This design comes from an exercise in tuning for small area and a short achievable clock period on the open sky130 flow, not from production work. Only simulation tests tie the RTL to the original design; equivalence was not proved. No activity file was given, so power comes from the tool's default toggle rates.

==> flow/design.v <==
`timescale 1ns/1ps
module pipelined_mips(
    input clk,
    input nrst,
    input [31:0] inst,
    input [31:0] data_in,
    output [31:0] data_out,
    output data_wr,
    output [31:0] inst_addr,
    output [31:0] data_addr,
    output [31:0] pc_IF,
    output [31:0] pc_ID,
    output [31:0] pc_EXE,
    output [31:0] pc_MEM,
    output [31:0] pc_WB
);
    integer i;
    reg [31:0] pc_f;
    reg [31:0] ir_d, pc_d;
    reg        sq_d;             
    reg [31:1] selA_d, selB_d;   
    reg [31:0] pc_e, b_e;
    reg [31:0] a_e;              
    reg [31:0] bx_e;             
    reg [15:0] imm_e;            
    reg [4:0]  wa_e;             
    reg        ar_e, m_e, and_e, or_e, slt_e, sll_e, srl_e;
    reg        lw_e, sw_e, rw_e, jal_e;
    reg        tka_e, tkeq_e, tkne_e;
    reg [31:0] pc_m, alu_m, b_m;
    reg [4:0]  wa_m;             
    reg        sw_m, rw_m, lw_m, jal_m;
    reg [31:0] pc_w;
    reg [31:0] wd_w;             
    reg [4:0]  wa_w;             
    reg        we_w;
    reg [31:0] rf [1:31];
    reg [31:1] vld;
    always @(posedge clk) begin
        for (i = 1; i < 32; i = i + 1)
            if (we_w && wa_w == i)
                rf[i] <= wd_w;
    end
    always @(posedge clk or negedge nrst) begin
        if (!nrst)
            vld <= 31'd0;
        else
            for (i = 1; i < 32; i = i + 1)
                if (we_w && wa_w == i)
                    vld[i] <= 1'b1;
    end
    wire [4:0] rt = ir_d[20:16];
    wire [4:0] rd = ir_d[15:11];
    reg [31:1] vld_next, selA_f, selB_f;
    always @(*)
        for (i = 1; i < 32; i = i + 1) begin
            vld_next[i] = vld[i] | (we_w && wa_w == i);
            selA_f[i] = vld_next[i] && inst[25:21] == i;
            selB_f[i] = vld_next[i] && inst[20:16] == i;
        end
    reg [31:0] rdA, rdB;
    always @(*) begin
        rdA = 32'd0;
        rdB = 32'd0;
        for (i = 1; i < 32; i = i + 1) begin
            rdA = rdA | ({32{selA_d[i]}} & rf[i]);
            rdB = rdB | ({32{selB_d[i]}} & rf[i]);
        end
    end
    wire [5:0] opc = ir_d[31:26];
    wire [5:0] fn  = ir_d[5:0];
    wire rtype  = opc == 6'h00;
    wire f_add  = rtype && fn == 6'h20;
    wire f_sub  = rtype && fn == 6'h22;
    wire f_and  = rtype && fn == 6'h24;
    wire f_or   = rtype && fn == 6'h25;
    wire f_slt  = rtype && fn == 6'h2A;
    wire f_sll  = rtype && fn == 6'h00;
    wire f_srl  = rtype && fn == 6'h02;
    wire f_jr   = rtype && fn == 6'h08;
    wire o_lw   = opc == 6'h23;
    wire o_sw   = opc == 6'h2B;
    wire o_addi = opc == 6'h08;
    wire o_andi = opc == 6'h0C;
    wire o_ori  = opc == 6'h0D;
    wire o_slti = opc == 6'h0A;
    wire o_beq  = opc == 6'h04;
    wire o_bne  = opc == 6'h05;
    wire o_j    = opc == 6'h02;
    wire o_jal  = opc == 6'h03;
    wire d_add  = o_lw | o_sw | o_addi | f_add;
    wire d_sub  = o_beq | o_bne | f_sub;
    wire d_and  = o_andi | f_and;
    wire d_or   = o_ori | f_or;
    wire d_slt  = o_slti | f_slt;
    wire d_src  = o_lw | o_sw | o_addi | o_andi | o_ori | o_slti;
    wire d_rw   = rtype | o_addi | o_andi | o_slti | o_ori | o_lw | o_jal;
    wire jump   = o_j | o_jal;
    wire [4:0] wa_d = o_jal ? 5'd31 : (rtype ? rd : rt);
    wire [31:0] opB_d = d_src ? {{16{ir_d[15]}}, ir_d[15:0]} : rdB;
    reg  [31:0] bx_d;
    always @(*)
        for (i = 0; i < 32; i = i + 1)
            bx_d[i] = f_sll ? rdB[31 - i] : (opB_d[i] ^ (d_sub | d_slt));
    wire [31:0] bx = bx_e;
    reg  [31:0] pg [0:5];
    reg  [31:0] pp [0:5];
    reg  [31:0] sum;
    integer l, j;
    always @(*) begin
        pg[0] = a_e & bx;
        pp[0] = a_e ^ bx;
        pg[0][0] = pg[0][0] | (pp[0][0] & m_e);
        for (l = 0; l < 5; l = l + 1) begin
            pg[l+1] = pg[l];
            pp[l+1] = pp[l];
            for (i = 0; i < 32; i = i + 1)
                if ((i >> l) & 1) begin
                    j = ((i >> (l + 1)) << (l + 1)) + (1 << l) - 1;
                    pg[l+1][i] = pg[l][i] | (pp[l][i] & pg[l][j]);
                    pp[l+1][i] = pp[l][i] & pp[l][j];
                end
        end
        sum = pp[0] ^ {pg[5][30:0], m_e};
    end
    wire lt = (a_e[31] ~^ bx[31]) ? a_e[31] : sum[31];
    wire [4:0] sh = imm_e[10:6];
    wire [31:0] shr = bx >> sh;
    reg  [31:0] shl;
    always @(*)
        for (i = 0; i < 32; i = i + 1)
            shl[i] = shr[31 - i];
    wire [31:0] alu_res = ({32{ar_e}}  & sum)
                        | ({32{and_e}} & (a_e & bx))
                        | ({32{or_e}}  & (a_e | bx))
                        | {31'd0, slt_e & lt}
                        | ({32{sll_e}} & shl)
                        | ({32{srl_e}} & shr);
    wire eq = a_e == b_e;
    wire pc_src = tka_e | (tkeq_e & eq) | (tkne_e & ~eq);
    wire [31:0] btarget = {pc_e[31:2] + {{14{imm_e[15]}}, imm_e} + 30'd1, pc_e[1:0]};
    wire [31:0] pc4_f = {pc_f[31:2] + 30'd1, pc_f[1:0]};
    wire [3:0]  pc4_d_hi = pc_d[31:28] + {3'd0, &pc_d[27:2]};
    wire [31:0] jtarget = {10'd0, pc4_d_hi, ir_d[15:0], 2'b00};
    reg [31:0] npc;
    always @(*) begin
        case ({pc_src, jump, f_jr})
            3'b100:  npc = btarget;
            3'b010:  npc = jtarget;
            3'b001:  npc = rdA;
            default: npc = pc4_f;
        endcase
    end
    wire flush = pc_src | sq_d;
    wire [31:0] pc4_m = {pc_m[31:2] + 30'd1, pc_m[1:0]};
    wire [31:0] wd_m = jal_m ? pc4_m : (lw_m ? data_in : alu_m);
    always @(posedge clk or negedge nrst) begin
        if (!nrst) begin
            pc_f <= 32'd0;
            ir_d <= 32'd0; pc_d <= 32'd0; sq_d <= 1'b0;
            selA_d <= 31'd0; selB_d <= 31'd0;
            pc_e <= 32'd0; b_e <= 32'd0;
            ar_e <= 1'b0; m_e <= 1'b0; and_e <= 1'b0; or_e <= 1'b0;
            slt_e <= 1'b0; sll_e <= 1'b0; srl_e <= 1'b0;
            lw_e <= 1'b0; sw_e <= 1'b0; rw_e <= 1'b0; jal_e <= 1'b0;
            tka_e <= 1'b0; tkeq_e <= 1'b0; tkne_e <= 1'b0;
            pc_m <= 32'd0; alu_m <= 32'd0; b_m <= 32'd0;
            sw_m <= 1'b0; rw_m <= 1'b0; lw_m <= 1'b0; jal_m <= 1'b0;
            pc_w <= 32'd0; we_w <= 1'b0;
        end else begin
            pc_f <= npc;
            ir_d <= inst;
            selA_d <= selA_f;
            selB_d <= selB_f;
            pc_d <= pc_f;
            sq_d <= pc_src | jump | f_jr;
            pc_e <= pc_d;
            b_e <= rdB;
            ar_e  <= ~flush & (d_add | d_sub);
            m_e   <= ~flush & (d_sub | d_slt);
            and_e <= ~flush & d_and;
            or_e  <= ~flush & d_or;
            slt_e <= ~flush & d_slt;
            sll_e <= ~flush & f_sll;
            srl_e <= ~flush & f_srl;
            lw_e  <= ~flush & o_lw;
            sw_e  <= ~flush & o_sw;
            rw_e  <= ~flush & d_rw & (wa_d != 5'd0);
            jal_e <= o_jal;
            tka_e  <= o_beq & flush;
            tkeq_e <= o_beq & ~flush;
            tkne_e <= o_bne & ~flush;
            pc_m <= pc_e;
            alu_m <= alu_res;
            b_m <= b_e;
            sw_m <= sw_e; rw_m <= rw_e; lw_m <= lw_e; jal_m <= jal_e;
            pc_w <= pc_m;
            we_w <= rw_m;
        end
    end
    always @(posedge clk) begin
        a_e <= rdA;
        bx_e <= bx_d;
        imm_e <= ir_d[15:0];
        wa_e <= wa_d;
        wa_m <= wa_e;
        wa_w <= wa_m;
        wd_w <= wd_m;
    end
    assign inst_addr = pc_f;
    assign pc_IF = pc_f;
    assign pc_ID = pc_d;
    assign pc_EXE = pc_e;
    assign pc_MEM = pc_m;
    assign pc_WB = pc_w;
    assign data_addr = alu_m;
    assign data_out = b_m;
    assign data_wr = sw_m;
endmodule
export LEC_CHECK = 0
export CAP_MARGIN = 20
export CORE_MARGIN = 2
export CORE_UTILIZATION = 40
export CTS_CLUSTER_DIAMETER = 70
export CTS_CLUSTER_SIZE = 30
export SLEW_MARGIN = 20
create_clock -name core_clock -period 9.0 [get_ports {clk}]
standard.sh (not shown) runs the stock make flow with config.mk's settings and CLKGATE_MAP_FILE= SYNTH_SCRIPT=/design/flow/synth_recipe.tcl, a recipe that flattens the netlist after the stock synthesis.
==> flow/flow/run.sh <==
#!/bin/bash
# Layout with the standard flow (standard.sh), changing only how it optimises:
#  - no full/half-adder cell extraction in synthesis (ADDER_MAP_FILE empty), so the
#    parallel-prefix adder in the RTL is mapped by ABC as plain gates;
#  - port buffers are buf_2 instead of the default delay-buffer pick.
# The clock period, SDC and everything else are the standard flow's. Make's output goes to
# flow_standard.log here; each ORFS step logs under orfs/logs/.
set -euo pipefail
bash standard.sh ADDER_MAP_FILE= SETUP_SLACK_MARGIN=5.8 \
    "BUFFER_PORTS_ARGS=-buffer_cell sky130_fd_sc_hd__buf_2" finish > flow_standard.log 2>&1
Edit:
--- a/flow/design.v
+++ b/flow/design.v
@@ -19,5 +19,4 @@
     reg [31:0] ir_d, pc_d;
     reg        sq_d;             
-    reg [31:1] selA_d, selB_d;   
     reg [31:0] pc_e, b_e;
     reg [31:0] a_e;              
@@ -50,13 +49,7 @@
                     vld[i] <= 1'b1;
     end
+    wire [4:0] rs = ir_d[25:21];
     wire [4:0] rt = ir_d[20:16];
     wire [4:0] rd = ir_d[15:11];
-    reg [31:1] vld_next, selA_f, selB_f;
-    always @(*)
-        for (i = 1; i < 32; i = i + 1) begin
-            vld_next[i] = vld[i] | (we_w && wa_w == i);
-            selA_f[i] = vld_next[i] && inst[25:21] == i;
-            selB_f[i] = vld_next[i] && inst[20:16] == i;
-        end
     reg [31:0] rdA, rdB;
     always @(*) begin
@@ -64,6 +57,6 @@
         rdB = 32'd0;
         for (i = 1; i < 32; i = i + 1) begin
-            rdA = rdA | ({32{selA_d[i]}} & rf[i]);
-            rdB = rdB | ({32{selB_d[i]}} & rf[i]);
+            rdA = rdA | ({32{vld[i] && rs == i}} & rf[i]);
+            rdB = rdB | ({32{vld[i] && rt == i}} & rf[i]);
         end
     end
@@ -159,5 +152,4 @@
             pc_f <= 32'd0;
             ir_d <= 32'd0; pc_d <= 32'd0; sq_d <= 1'b0;
-            selA_d <= 31'd0; selB_d <= 31'd0;
             pc_e <= 32'd0; b_e <= 32'd0;
             ar_e <= 1'b0; m_e <= 1'b0; and_e <= 1'b0; or_e <= 1'b0;
@@ -171,6 +163,4 @@
             pc_f <= npc;
             ir_d <= inst;
-            selA_d <= selA_f;
-            selB_d <= selB_f;
             pc_d <= pc_f;
             sq_d <= pc_src | jump | f_jr;
The new run completed with no timing, DRC or antenna violations.
Via count climbs by about 1.9%.
Count of clock-buffer cells in the layout drops by 2.
Final cell count drops by about 2%.
Routed wire length climbs by about 2.7%.
Die area drops by 1.4%.
Final area drops by about 0.37%.
Maximum frequency climbs by about 0.8%.
Worst setup slack is better by 27 ps.
Area after synthesis drops by about 1.4%.
Non-clock buffer count drops by 9.
Power drops by about 2.4%.
Clock skew climbs by 15 ps.
Clock power drops by about 2%.

## afterwards: timing with drivers on the ports
No port has a modelled driver above. Below, the same layouts with a new extraction and two added sets of constraints. Step 1 (the two cells are an assumption about what drives the block):
set clk [get_ports {clk}]
set_driving_cell -lib_cell sky130_fd_sc_hd__clkbuf_16 $clk
set_driving_cell -lib_cell sky130_fd_sc_hd__buf_2 [delete_from_list [all_inputs] $clk]
Step 2, shift: input delay + t, output delay - t, t = (earliest + latest rising clock arrival at the registers) / 2. This alone moves slack from input paths to output paths. Slacks: no drivers / after step 1 / after step 2; pairs: no drivers / after step 1.
| run | t (ns) | setup WS [ns] | clock arrival spread, ns | slew at the worst register clock pin (ns) | worst slew at a driven data input, ns |
|---|---|---|---|---|---|
| the first run | 0.824 | 5.613 / 5.613 / 5.613 | 0.061 / 0.062 | 0.12 / 0.12 | 0.24 |
| the second run | 0.819 | 5.640 / 5.628 / 5.640 | 0.068 / 0.069 | 0.12 / 0.12 | 0.07 |
After both steps setup and hold are still met in every run listed.
